This design comes from an exercise in tuning for small area and a short achievable clock period on the open sky130 flow, not from production work. In this exercise RTL edits were held to simulation tests only and were not proved equivalent to the original.

## flow/design.v (module list and top-level ports; edited modules follow where they fit)
// module iir_DF1_Biquad: 1851 lines
// module iir_fa: 4 lines
// module iir_pg: 4 lines
// module iir_pgn: 4 lines
// module iir_pgm: 4 lines
// module iir_gp: 4 lines
// module iir_gg: 3 lines
// module iir_sr: 3 lines
module iir_DF1_Biquad (
  input clk,
  input rst,
  input signed [15:0] din,
  output signed [15:0] dout
);
  // ...
==> flow/flow/run.sh <==
#!/bin/bash
# The standard layout (the standard.sh, standard synthesis unchanged) with two
# settings changed: clock tree synthesis inserts no dummy loads, and the port
# buffers are buf_2 cells instead of the default delay buffers.
set -euo pipefail
export CTS_ARGS="-sink_clustering_enable -repair_clock_nets -buf_list sky130_fd_sc_hd__clkbuf_8 -dont_use_dummy_load"
export BUFFER_PORTS_ARGS="-buffer_cell sky130_fd_sc_hd__buf_2"
bash standard.sh > standard.log 2>&1
==> flow/standard.sh <==
#!/bin/bash
# synth_recipe.tcl (not shown) runs the flow's synth.tcl, then flattens the netlist and writes it again
# the make line also repeats each setting of config.mk as NAME=value (left out here)
make -C /OpenROAD-flow-scripts/flow DESIGN_CONFIG=/design/flow/config.mk WORK_HOME=/design/flow/orfs CLKGATE_MAP_FILE= SYNTH_SCRIPT=/design/flow/synth_recipe.tcl "${@:-finish}"
==> flow/config.mk <==
export PLATFORM = sky130hd
export DESIGN_NAME = iir_DF1_Biquad
export DESIGN_NICKNAME = iir_DF1_Biquad
export VERILOG_FILES = /design/flow/design.v
export SDC_FILE = /design/flow/constraint.sdc
export NUM_CORES = 4
export LEC_CHECK = 0
export CAP_MARGIN = 20
export CORE_MARGIN = 2
export CORE_UTILIZATION = 60
export CTS_BUF_LIST = sky130_fd_sc_hd__clkbuf_8
export PLACE_DENSITY = 0.8
export SLEW_MARGIN = 20
export SYNTH_HIERARCHICAL = 1
export SYNTH_MINIMUM_KEEP_SIZE = 0
==> flow/constraint.sdc <==
create_clock -name core_clock -period 11.0 [get_ports {clk}]
set_input_delay 2.2000 -clock core_clock [delete_from_list [all_inputs] [get_ports {clk}]]
set_output_delay 2.2000 -clock core_clock [all_outputs]
set_load 0.01 [all_outputs]
==> results_dict.tcl, run 1 <==
set metrics [dict create \
    r2r_cells 15 \
    fin_ws_ns 6.563 \
    die_y_um 147.8 \
    r2r_end "yc[3]" \
    multi_input_area_share 0.6521 \
    ys_seq_area_frac 0.2387 \
    postLayoutCoreUtil 0.6472 \
    timing.fmax_mhz 225.4 \
    grt.busiest_layer "met2" \
    tightest_slew_ns 0.8628 \
    slew_headroom 0.4240 \
    n_clock_buffer 17 \
    cts.clk_slew.worst_paths_ns 0.09 \
    syn-num-nets 1365 \
    root_buffer "clkbuf_8" \
    hold_start "xb[0]" \
    largest_class "multi-input gates" \
    syn_avg_cell_area_sq_um 13.18 \
    status "finished clean" \
    crit_slowest_cell "dfxtp_1" \
    r2r_slack_ns 6.56 \
    critical_path_class "reg -> reg" \
    final_common_cell "fa_1" \
    period_share 0.4034 \
    num_vias 6780 \
    multi_input_area_sq_mm 0.008567 \
    crit_start "yc[4]" \
    dp_hpwl_um 22830 \
    met1_length_um 9628 \
    num-nets-final 1415 \
    synth_largest_area_cell "fa_1" \
    drc 0 \
]
==> run 2: changes to the inputs <==
==> flow/run.sh (new file) <==
#!/bin/bash
# synth_recipe.tcl (not shown) runs the flow's synth.tcl, then flattens the netlist and writes it again
# the make line also repeats each setting of config.mk as NAME=value (left out here)
make -C /OpenROAD-flow-scripts/flow DESIGN_CONFIG=/design/flow/config.mk WORK_HOME=/design/flow/orfs CLKGATE_MAP_FILE= SYNTH_SCRIPT=/design/flow/synth_recipe.tcl finish
removed: flow/flow/run.sh
removed: flow/standard.sh
==> results_dict.tcl, run 2 <==
set metrics [dict create \
    period_share 0.4046 \
    r2r_end "yc[11]" \
    rows 52 \
    syn_area_sq_mm 0.01241 \
    drc 0 \
    track_usage 0.2739 \
    hold_start "xb[0]" \
    final_common_cell "fa_1" \
    synthTopCellsByArea "fa_1, dfxtp_1, ha_1, inv_1, a21o_1" \
    core-area_sq_mm 0.02030 \
    cts_tree "yes" \
    die_y_um 147.8 \
    start_util 0.6116 \
    crit_chain "fa_1 > inv_1 > fa_1 > fa_1 > inv_1 > fa_1 > ha_1 > and2_1 > a21o_1 > a21o_1 > a21o_1 > a21o_1 > xnor2_1 > nor2_1 > inv_1" \
    final_cell_mix "fa_1, inv_1, dfxtp_1, ha_1, a21o_1" \
    drive_gt1_frac 0.03380 \
    ys_warn_count 7 \
    required_ns 11.36 \
    drtPass1Iterations 4 \
    critical_path.endpoint_type "flop" \
    r2r_cells 15 \
    cts.clk_slew.worst_paths_ns 0.10 \
    status "finished clean" \
    htreeDepth 4 \
    num-nets-final 1416 \
    hold_path_end "c0_0" \
    cp_max_fo 14 \
    ys_seq_area_frac 0.2387 \
    cp_top_family "adder cells" \
    maxSlewViolCount 0 \
    cts_buffer_depth 2 \
    hold_class "reg -> reg" \
    synth_largest_area_cell "fa_1" \
    cp_num_buf_inv 3 \
    grt_pass1_wl_um 42580 \
    yosysMostFrequentCell "fa_1" \
    crit_slowest_cell "dfxtp_1" \
    final.fill_count 1431 \
    viasPerCell 5.291 \
    dieWidth_um 147.8 \
    cts_resized 0 \
    synth_top_area_share 0.5273 \
    routed_wl_um 27180 \
    r2r_slack_ns 6.55 \
    setup_viol 0 \
    rsz0062_at_grt "no" \
    grt_pass1_vias 8057 \
    antenna_found_initial 0 \
    syn_avg_cell_area_sq_um 13.18 \
    syn_to_final_growth_pct 8.617 \
    post-cts-setup-buffers 0 \
    overflow 0 \
    drtIter0Drc 309 \
    ant_nets 0 \
    syn-num-nets 1365 \
    ys_seq_elements 148 \
    critical_path_class "reg -> reg" \
    ys_types 12 \
    ys_top_cells_by_count "fa_1, inv_1, dfxtp_1" \
    gp_congestion 0.8724 \
    syn-instance-count 942 \
    synth-main-ff-cell "dfxtp_1" \
    dieArea_sq_mm 0.02186 \
    cts.sinks 148 \
    cap_violations 0 \
    slew_headroom 0.4316 \
    cts_buffers 17 \
    final_area_sq_mm 0.01348 \
    wl_per_cell_um 21.30 \
    min_period_ns 4.450 \
    dp_hpwl_um 22390 \
    tightest_slew_ns 0.8515 \
    whs_path_depth 0 \
    num_vias 6751 \
    worst-endpoint-arrival_ns 4.81 \
    timing.fmax_mhz 224.7 \
    clk_latency_ns 0.46 \
    hold_viol 0 \
    synth-edff-count 0 \
    io_buffers 33 \
    root_buffer "clkbuf_8" \
    antennaDiodeCount 0 \
    setup_tns_ns 0 \
    async_reset_ff_frac 0 \
    grt_max_degree 35 \
    ctsHoldBuffers 0 \
    slowest_delay_ns 0.62 \
    finClkSkew_ns 0.02408 \
    startpoint_type "flop" \
    worstReg2RegStart "yc[1]" \
    ios 34 \
    place_area_sq_mm 0.01308 \
]
==> run 2: changes by cell type in the layout (fill, tap and decap cells not counted), sizes merged <==
| cell | change |
|---|---|
| clkinv | +4 |
| inv | +8 |
| buf | -32 |
| clkbuf | +1 |
| bufinv | +2 |
| clkdlybuf4s50 | +33 |
==> run 2: worst reg2reg max path: stages, from the launching register on <==
cell and delay, ns:
dfxtp_1 0.62, fa_1 0.48, inv_1 0.07, fa_1 0.42, fa_1 0.49, inv_1 0.05, fa_1 0.44, ha_1 0.30
and2_1 0.17, a21o_1 0.19, a21o_1 0.19, a21o_1 0.34, a21o_1 0.25, xnor2_1 0.14, nor2_1 0.15, inv_1 0.08
==> run 2: cells by family after synthesis <==
kind of cell,Yosys count,synth area share
buffers and inverters,233,0.07126
AND/OR/NAND/NOR,85,0.03961
AO/OA/AOI/OAI,55,0.03326
flip-flops,148,0.2387
adder cells (fa/ha/maj),405,0.6059
XOR/XNOR,16,0.01129
==> run 2: worst max path at each step <==
stage / startpoint / endpoint / cells after the start
floorplan: yc[4] / yc[12] / 15
global placement: din[12] / c1_16 / 6
detailed placement: din[15] / c1_19 / 7
CTS: yc[2] / yc[11] / 15
global route: yc[1] / yc[11] / 15
finish: yc[1] / yc[11] / 15
==> run 2: modules after synthesis, one instance, submodules excluded <==
module	copies in the design	cell area (sq um)	cells inside	flip-flops and latches
iir_sr	16	12.51	2	0
iir_pg	30	12.51	1	0
iir_gp	36	13.76	2	0
iir_DF1_Biquad	1	4654	462	148
iir_fa	327	20.02	1	0
iir_gg	19	7.507	1	0
==> run 2: through the flow <==
step | hold WS [ns] | util | std cells | setup WS [ns]
6_report | 0.4790 | 0.6643 | 1276 | 6.550
5_1_grt | 0.4960 | 0.6643 | 1276 | 6.313
4_1_cts | 0.4882 | 0.6643 | 1276 | 6.541
2_1_floorplan | 0.3988 | - | 942 | 7.020
3_5_place_dp | 0.4603 | 0.6442 | 1244 | 6.468
3_3_place_gp | 0.4457 | 0.6442 | 1244 | 6.520
==> run 2: per-layer routing <==
| layer | track usage | vias up | routed length [um] |
|---|---|---|---|
| met1 | 0.3160 | 3566 | 9531 |
| met5 | 0 | - | 0 |
| met2 | 0.4912 | 263 | 14720 |
| met4 | 0.1181 | 0 | 1139 |
| met3 | 0.06358 | 74 | 1790 |
| li1 | - | 2848 | - |
==> run 2: final cells by class <==
| class | count | area (sq um) | share of cell area |
|---|---|---|---|
| Clock buffer | 18 | 247.7 | 0.01837 |
| Clock inverter | 14 | 160.2 | 0.01188 |
| Inverter | 230 | 863.3 | 0.06403 |
| Multi-Input combinational cell | 561 | 8567 | 0.6353 |
| Sequential cell | 148 | 2963 | 0.2197 |
| Tap cell | 270 | 337.8 | 0.02505 |
| Timing Repair Buffer | 35 | 345.3 | 0.02561 |
==> run 3: changes to the inputs <==
==> flow/flow/run.sh (new file) <==
#!/bin/bash
# The standard layout (the standard.sh, standard synthesis unchanged) with a few
# settings changed: clock tree synthesis inserts no dummy loads, the port buffers are
# buf_2 cells instead of the default delay buffers, and timing repair aims for a
# setup slack of 6.7 ns rather than 0.
set -euo pipefail
export CTS_ARGS="-sink_clustering_enable -repair_clock_nets -buf_list sky130_fd_sc_hd__clkbuf_8 -dont_use_dummy_load"
export BUFFER_PORTS_ARGS="-buffer_cell sky130_fd_sc_hd__buf_2"
export SETUP_SLACK_MARGIN=6.7
bash standard.sh > standard.log 2>&1
==> flow/standard.sh (new file) <==
#!/bin/bash
# synth_recipe.tcl (not shown) runs the flow's synth.tcl, then flattens the netlist and writes it again
# the make line also repeats each setting of config.mk as NAME=value (left out here)
make -C /OpenROAD-flow-scripts/flow DESIGN_CONFIG=/design/flow/config.mk WORK_HOME=/design/flow/orfs CLKGATE_MAP_FILE= SYNTH_SCRIPT=/design/flow/synth_recipe.tcl "${@:-finish}"
removed: flow/run.sh
==> results_dict.tcl, run 3 <==
set metrics [dict create \
    drtIter0Drc 406 \
    dieArea_sq_mm 0.02186 \
    drive_gt1_frac 0.06970 \
    die_y_um 147.8 \
    dieWidth_um 147.8 \
    timing.fmax_mhz 239.7 \
    num_vias 6778 \
    syn-num-nets 1365 \
    syn-instance-count 942 \
    ctsHoldBuffers 0 \
    r2r_slack_ns 6.83 \
    whs_path_depth 0 \
    ys_seq_area_frac 0.2387 \
    dp_slack_ns 6.553 \
    ys_types 12 \
    syn_avg_cell_area_sq_um 13.18 \
    core-area_sq_mm 0.02030 \
    cp_num_buf_inv 1 \
    rows 52 \
    clk_latency_ns 0.45 \
    rsz0062_at_grt "yes" \
    track_usage 0.2751 \
    antenna_found_initial 0 \
    maxSlewViolCount 0 \
    root_buffer "clkbuf_8" \
    r2r_cells 8 \
    path_depth 8 \
    synthTopCellsByArea "fa_1, dfxtp_1, ha_1, inv_1, a21o_1" \
    critical_path.endpoint_type "flop" \
    post-cts-setup-buffers 0 \
    gp_congestion 0.9309 \
    status "finished clean" \
    grt_max_degree 35 \
    tightest_slew_ns 0.8296 \
    worst-endpoint-arrival_ns 4.47 \
    grt_pass1_wl_um 43100 \
    setup_tns_ns 0 \
    finClkSkew_ns 0.02928 \
    cts.sinks 148 \
    hold_class "reg -> reg" \
    async_reset_ff_frac 0 \
    crit_start "y[4]" \
    wl_per_cell_um 21.55 \
    htreeDepth 4 \
    routed_wl_um 27150 \
    num-nets-final 1415 \
    cts_buffers 17 \
    hold_viol 0 \
    drc 0 \
    viasPerCell 5.379 \
    worstReg2RegStart "y[4]" \
    grt_pass1_vias 8118 \
    crit_chain "inv_1 > ha_1 > fa_1 > fa_1 > fa_1 > fa_1 > fa_1 > fa_1" \
    cp_top_family "adder cells" \
    ys_seq_elements 148 \
    antennaDiodeCount 0 \
    drtPass1Iterations 7 \
    ys_top_cells_by_count "fa_1, inv_1, dfxtp_1" \
    io_buffers 33 \
    synth_largest_area_cell "fa_1" \
    critical_path_class "reg -> reg" \
    crit_slowest_cell "dfxtp_1" \
    syn_area_sq_mm 0.01241 \
    min_period_ns 4.173 \
    cts_buffer_depth 2 \
    slew_headroom 0.4461 \
    final_common_cell "fa_1" \
    yosysMostFrequentCell "fa_1" \
    cts.clk_slew.worst_paths_ns 0.09 \
    synth-edff-count 0 \
    syn_to_final_growth_pct 6.168 \
    period_share 0.3793 \
    path_common_cell "fa_1" \
    slowest_delay_ns 0.86 \
    startpoint_type "flop" \
    setup_viol 0 \
    ant_nets 0 \
    final_cell_mix "fa_1, inv_1, dfxtp_1, ha_1, a21o_1" \
    required_ns 11.30 \
    fin_ws_ns 6.827 \
    start_util 0.6116 \
    hold_start "xb[0]" \
    cap_violations 0 \
    ys_warn_count 7 \
    dp_hpwl_um 22830 \
    cts_tree "yes" \
    synth-main-ff-cell "dfxtp_1" \
    cp_max_fo 8 \
    synth_top_area_share 0.5273 \
    overflow 0 \
    ios 34 \
]
-- run 3: cell types whose count changed in the layout (fill, tap and decap cells not counted), moves of 3 or more --
cell | previous run | this run
buf_2 | 0 | 33
clkdlybuf4s50_1 | 33 | 0
dfxtp_1 | 148 | 132
dfxtp_2 | 0 | 13
dfxtp_4 | 0 | 3
inv_6 | 7 | 0
-- run 3: final timing paths --
check | to
setup / recovery | c1_14
hold / removal | c0_0
setup reg to reg | c1_14
hold reg to reg | c0_0
-- run 3: cells by family (layout without fill, tap and decap cells) --
| family | after synthesis | count (layout) | synth area share |
|---|---|---|---|
| adders and majority gates | 405 | 405 | 0.6059 |
| buffers and inverters | 233 | 281 | 0.07126 |
| DFF | 148 | 148 | 0.2387 |
| and+or+nand+nor | 85 | 85 | 0.03961 |
| AOI/OAI and AO/OA | 55 | 55 | 0.03326 |
| xor gates and xnor gates | 16 | 16 | 0.01129 |
-- run 3: layer usage --
metal  part of all wire  global-route usage
met1               0.36              0.3291
met4              0.048              0.1229
met2               0.52              0.4774
met5                  0                   0
met3              0.071             0.06543
-- run 3: layout make-up --
class	count	area, sq um
inverter	230	863.3
timing repair buffer	34	172.7
fill	1457	7119
multi-input combinational	561	8582
clock buffer	17	234.0
sequential	148	2990
tap	270	337.8
-- run 3: what timing repair did --
| item | 4_1_cts | 5_1_grt |
|---|---|---|
| endpoints found under the setup margin | 26 | 31 |
| pin swaps | 0 | 1 |
| resized for setup | 9 | 13 |
-- run 3: per-stage QoR --
step	instance area, sq um	std cells	hold slack (ns)	util
2_1_floorplan	12410	942	0.3988	-
3_3_place_gp	12900	1243	0.4518	0.6357
3_5_place_dp	12900	1243	0.4545	0.6357
4_1_cts	13150	1260	0.4672	0.6477
5_1_grt	13180	1260	0.4747	0.6493
6_report	13180	1260	0.4616	0.6493
-- run 3: per-module statistics from Yosys (local to each module, per instance) --
module          times used  area [sq um]  cells inside  flops+latches
iir_gg                  19         7.507             1              0
iir_pg                  30         12.51             1              0
iir_sr                  16         12.51             2              0
iir_fa                 327         20.02             1              0
iir_gp                  36         13.76             2              0
iir_DF1_Biquad           1          4654           462            148
==> run 4: changes to the inputs <==
==> flow/flow/run.sh (replaced) <==
#!/bin/bash
# The standard layout (the standard.sh, standard synthesis unchanged) with a few
# settings changed: clock tree synthesis inserts no dummy loads, the port buffers are
# buf_2 cells instead of the default delay buffers, and timing repair aims for a
# setup slack of 7.2 ns rather than 0.
set -euo pipefail
export CTS_ARGS="-sink_clustering_enable -repair_clock_nets -buf_list sky130_fd_sc_hd__clkbuf_8 -dont_use_dummy_load"
export BUFFER_PORTS_ARGS="-buffer_cell sky130_fd_sc_hd__buf_2"
export SETUP_SLACK_MARGIN=7.2
bash standard.sh > standard.log 2>&1
==> results_dict.tcl, run 4 <==
set metrics [dict create \
    ctsHoldBuffers 0 \
    final_cell_mix "fa_1, inv_1, dfxtp_1, ha_1, a21o_1" \
    root_buffer "clkbuf_8" \
    crit_chain "fa_1 > inv_1 > fa_1 > fa_1 > inv_1 > fa_1 > ha_4 > and2_4 > a21o_1 > a21o_1 > a21o_4 > a21o_1 > xnor2_2 > nor2_2 > buf_4" \
    finClkSkew_ns 0.03776 \
    ys_seq_area_frac 0.2387 \
    routed_wl_um 28000 \
    cts.sinks 148 \
    viasPerCell 5.405 \
    synth_top_area_share 0.5273 \
    cts_buffers 17 \
    num_vias 6919 \
    cp_num_buf_inv 3 \
    critical_path.endpoint_type "flop" \
    final_common_cell "fa_1" \
    period_share 0.3794 \
    synth_largest_area_cell "fa_1" \
    ant_nets 0 \
    clk_latency_ns 0.47 \
    overflow 0 \
    antennaDiodeCount 0 \
    slowest_delay_ns 0.53 \
    hold_viol 0 \
    grt_max_degree 35 \
    antenna_found_initial 1 \
    syn-num-nets 1365 \
    num-nets-final 1435 \
    cts_buffer_depth 2 \
    path_common_cell "fa_1" \
    cts_tree "yes" \
    stdcell_count 1280 \
    syn_area_sq_mm 0.01241 \
    cp_top_family "adder cells" \
    core-area_sq_mm 0.02030 \
    maxSlewViolCount 0 \
    async_reset_ff_frac 0 \
    fin_ws_ns 6.827 \
    drtIter0Drc 388 \
    synth-main-ff-cell "dfxtp_1" \
    dp_hpwl_um 22120 \
    rows 52 \
    slew_headroom 0.4885 \
    crit_slowest_cell "fa_1" \
    tightest_slew_ns 0.7673 \
    grt_pass1_wl_um 42680 \
    final.fill_count 1402 \
    hold_ws_ns 0.4526 \
    start_util 0.6116 \
    setup_viol 0 \
    cts.clk_slew.worst_paths_ns 0.09 \
    ys_top_cells_by_count "fa_1, inv_1, dfxtp_1" \
    drive_gt1_frac 0.1426 \
    startpoint_type "flop" \
    required_ns 11.39 \
    track_usage 0.2757 \
    die_y_um 147.8 \
    gp_congestion 0.9043 \
    synthTopCellsByArea "fa_1, dfxtp_1, ha_1, inv_1, a21o_1" \
    timing.fmax_mhz 239.6 \
    syn_to_final_growth_pct 9.696 \
    drtPass1Iterations 4 \
    htreeDepth 4 \
    ys_seq_elements 148 \
    dieWidth_um 147.8 \
    place_area_sq_mm 0.01292 \
    ys_warn_count 7 \
    syn_avg_cell_area_sq_um 13.18 \
    setup_tns_ns 0 \
    cp_max_fo 6 \
    yosysMostFrequentCell "fa_1" \
    wl_per_cell_um 21.87 \
    postLayoutCoreUtil 0.6709 \
    hold_class "reg -> reg" \
    rsz0062_at_grt "yes" \
    ios 34 \
    dieArea_sq_mm 0.02186 \
    status "finished clean" \
    final_area_sq_mm 0.01362 \
    worst-endpoint-arrival_ns 4.56 \
    syn-instance-count 942 \
    min_period_ns 4.173 \
    drc 0 \
    io_buffers 33 \
    dp_slack_ns 6.601 \
    synth-edff-count 0 \
    cap_violations 0 \
    grt_pass1_vias 8014 \
    ys_types 12 \
    critical_path_class "reg -> reg" \
    placed_cells_incl_taps 1243 \
]
run 4: cell count changes in the layout (fill, tap and decap cells not counted), sizes merged:
| cell | before | now |
|---|---|---|
| a21o | 55 | 56 |
| buf | 34 | 53 |
run 4: repair_timing:
item,in CTS,in global routing
endpoints found under the setup margin,51,51
setup buffers,16,3
gates resized for setup,55,35
pin swaps,9,12
cloned,1,0
run 4: final cells by class:
cell class                      count  area, sq um  area share
Clock buffer                       17        234.0     0.01718
Inverter                          230        863.3     0.06340
Multi-Input combinational cell    562         8775      0.6443
Sequential cell                   148         3069      0.2254
Tap cell                          270        337.8     0.02481
Timing Repair Buffer               53        339.1     0.02490
run 4: worst paths after layout:
path,from,end,slack (ns),depth (start not counted)
hold / removal,xb[0],c0_0,0.45,0
setup / recovery,yc[1],y[3],6.83,15
setup reg to reg,yc[1],y[3],6.83,15
hold reg to reg,xb[0],c0_0,0.45,0
run 4: kinds of logic (layout without fill, tap and decap cells):
| logic type | Yosys count | count (layout) | synth area share |
|---|---|---|---|
| xor gates and xnor gates | 16 | 16 | 0.01129 |
| AOI/OAI and AO/OA | 55 | 56 | 0.03326 |
| buffers and inverters | 233 | 300 | 0.07126 |
| adders and majority gates | 405 | 405 | 0.6059 |
| DFF | 148 | 148 | 0.2387 |
| and+or+nand+nor | 85 | 85 | 0.03961 |
run 4: Yosys stat by module, one instance, submodules excluded:
module | cells | cell area, sq um
iir_sr | 2 | 12.51
iir_gp | 2 | 13.76
iir_fa | 1 | 20.02
iir_gg | 1 | 7.507
iir_DF1_Biquad | 462 | 4654
iir_pg | 1 | 12.51
run 4: routing by layer:
metal | GRT usage | wire length (um) | up-vias
met1 | 0.3244 | 10190 | 3700
met5 | 0 | 0 | -
li1 | - | - | 2878
met2 | 0.4830 | 14970 | 256
met4 | 0.1171 | 1275 | 0
met3 | 0.07160 | 1558 | 85
==> run 5: changes to the inputs <==
==> flow/flow/run.sh (replaced) <==
#!/bin/bash
# The standard layout (the standard.sh, standard synthesis unchanged) with a few
# settings changed: clock tree synthesis inserts no dummy loads, the port buffers are
# buf_2 cells instead of the default delay buffers, and timing repair aims for a
# setup slack of 6.85 ns rather than 0.
set -euo pipefail
export CTS_ARGS="-sink_clustering_enable -repair_clock_nets -buf_list sky130_fd_sc_hd__clkbuf_8 -dont_use_dummy_load"
export BUFFER_PORTS_ARGS="-buffer_cell sky130_fd_sc_hd__buf_2"
export SETUP_SLACK_MARGIN=6.85
bash standard.sh > standard.log 2>&1
==> results_dict.tcl, run 5 <==
set metrics [dict create \
    num_vias 6943 \
    drive_gt1_frac 0.09940 \
    setup_tns_ns 0 \
    die_y_um 147.8 \
    dieWidth_um 147.8 \
    grt_pass1_wl_um 43130 \
    start_util 0.6116 \
    synth-main-ff-cell "dfxtp_1" \
    ys_top_cells_by_count "fa_1, inv_1, dfxtp_1" \
    tightest_slew_ns 0.8636 \
    crit_slowest_cell "dfxtp_1" \
    syn-instance-count 942 \
    required_ns 11.31 \
    root_buffer "clkbuf_8" \
    dieArea_sq_mm 0.02186 \
    num-nets-final 1431 \
    ys_types 12 \
    cts.clk_slew.worst_paths_ns 0.09 \
    final_common_cell "fa_1" \
    gp_congestion 0.9309 \
    wl_per_cell_um 22.39 \
    synth-edff-count 0 \
    worst-endpoint-arrival_ns 4.41 \
    status "finished clean" \
    ant_nets 0 \
    ios 34 \
    critical_path.endpoint_type "flop" \
    cp_num_buf_inv 1 \
    syn_area_sq_mm 0.01241 \
    slowest_delay_ns 0.83 \
    cap_violations 0 \
    cts_buffer_depth 2 \
    ys_seq_area_frac 0.2387 \
    htreeDepth 4 \
    syn_avg_cell_area_sq_um 13.18 \
    timing.fmax_mhz 243.6 \
    clk_latency_ns 0.46 \
    finClkSkew_ns 0.02818 \
    cp_top_family "adder cells" \
    startpoint_type "flop" \
    synth_top_area_share 0.5273 \
    synth_largest_area_cell "fa_1" \
    rsz0062_at_grt "yes" \
    drtIter0Drc 457 \
    final.fill_count 1426 \
    hold_ws_ns 0.4603 \
    hold_viol 0 \
    min_period_ns 4.106 \
    rows 52 \
    viasPerCell 5.441 \
    drtPass1Iterations 4 \
    postLayoutCoreUtil 0.6593 \
    syn-num-nets 1365 \
    cts_tree "yes" \
    ctsHoldBuffers 0 \
    period_share 0.3733 \
    grt_pass1_vias 8122 \
    dp_hpwl_um 22830 \
    grt_max_degree 35 \
    hold_class "reg -> reg" \
    ys_warn_count 7 \
    core-area_sq_mm 0.02030 \
    cp_max_fo 8 \
    antennaDiodeCount 0 \
    ys_seq_elements 148 \
    final-seq-area_sq_mm 0.003018 \
    cts_buffers 17 \
    overflow 0 \
    syn_to_final_growth_pct 7.811 \
    crit_chain "inv_1 > fa_1 > fa_1 > fa_1 > fa_1 > fa_1 > fa_1" \
    io_buffers 33 \
    multi_input_area_sq_mm 0.008646 \
    critical_path_class "reg -> reg" \
    drc 0 \
    maxSlewViolCount 0 \
    async_reset_ff_frac 0 \
    yosysMostFrequentCell "fa_1" \
    track_usage 0.2753 \
    cts.sinks 148 \
    final_cell_mix "fa_1, inv_1, dfxtp_1, ha_1, a21o_1" \
    antenna_found_initial 0 \
    synthTopCellsByArea "fa_1, dfxtp_1, ha_1, inv_1, a21o_1" \
    path_common_cell "fa_1" \
    setup_viol 0 \
    routed_wl_um 28570 \
    slew_headroom 0.4235 \
]
[run 5: cell counts after synthesis]
No cell type changed its count.
[run 5: logic make-up after synthesis]
group,count (synthesis),share of synthesized area
AO/OA/AOI/OAI,55,0.03326
XOR/XNOR,16,0.01129
adder cells (fa/ha/maj),405,0.6059
buffers and inverters,233,0.07126
flip-flops,148,0.2387
AND/OR/NAND/NOR,85,0.03961
[run 5: worst paths after layout]
path,startpoint,endpoint,slack [ns],depth (start not counted)
hold / removal,xb[0],c0_0,0.46,0
setup reg to reg,y[2],c1_11,6.89,7
hold reg to reg,xb[0],c0_0,0.46,0
setup / recovery,y[2],c1_11,6.89,7
[run 5: cell type report]
| cell class | count | share of cell area |
|---|---|---|
| Inverter | 230 | 0.06450 |
| Tap cell | 270 | 0.02524 |
| Clock buffer | 17 | 0.01748 |
| Timing Repair Buffer | 49 | 0.02131 |
| Sequential cell | 148 | 0.2255 |
| Multi-Input combinational cell | 562 | 0.6460 |
[run 5: layer usage]
layer  part of all wire  track usage  up-vias
li1                   -            -     2867
met1               0.35       0.3291     3668
met2               0.53       0.4781      311
met3              0.074      0.06543       97
met4              0.046       0.1229        0
met5                  0            0        -
[run 5: stage by stage]
step                worst slack [ns]  instances  instance area [sq um]
finish                         6.894       1276                  13380
CTS                            6.827       1260                  13180
global placement               6.675       1243                  12900
global route                   6.804       1276                  13380
floorplan                      7.020        942                  12410
detailed placement             6.553       1243                  12900
[run 5: timing repair]
item                                    CTS  global route
resized for setup                        23            24
setup buffers                             0            15
pin swaps                                 1             6
gates cloned                              0             1
endpoints found under the setup margin   34            34
endpoints found under the hold margin     0             0
[run 5: modules after synthesis, one instance, submodules excluded]
module | copies in the design | area, sq um
iir_fa | 327 | 20.02
iir_gg | 19 | 7.507
iir_gp | 36 | 13.76
iir_pg | 30 | 12.51
iir_sr | 16 | 12.51
iir_DF1_Biquad | 1 | 4654

what the ideal ports hide:
In the flow no input, the clock included, has a driving cell. The finished layouts below were timed again as built, in two steps. Step 1 (the two cells are an assumption about what drives the block):
set clk [get_ports {clk}]
set_driving_cell -lib_cell sky130_fd_sc_hd__clkbuf_16 $clk
set_driving_cell -lib_cell sky130_fd_sc_hd__buf_2 [delete_from_list [all_inputs] $clk]
Step 2 times the ports against the registers' clock, not the clock port: input delays grow and output delays shrink by t, the midpoint of the rising clock arrivals with the driver on. Three values: no drivers, after step 1, after step 2; two values: the first two.
| run | shift t [ns] | slack for setup (ns) | worst register clock-pin slew, ns | worst data-port slew with drivers (ns) | cell pins on the clock port's net |
|---|---|---|---|---|---|
| run 1 | 0.482 | 6.563 / 6.563 / 6.563 | 0.09 / 0.09 | 0.03 | 1 |
| run 2 | 0.491 | 6.550 / 6.550 / 6.453 | 0.10 / 0.10 | 0.03 | 1 |
| run 3 | 0.476 | 6.827 / 6.827 / 6.827 | 0.09 / 0.09 | 0.03 | 1 |
| run 4 | 0.502 | 6.827 / 6.827 / 6.827 | 0.10 / 0.10 | 0.03 | 1 |
| run 5 | 0.481 | 6.894 / 6.894 / 6.894 | 0.09 / 0.09 | 0.03 | 1 |
After both steps every run listed still meets setup and hold. For run 2, which loses most, drivers alone change the setup slack by 0.000 ns; drivers and shift together by -0.097 ns.
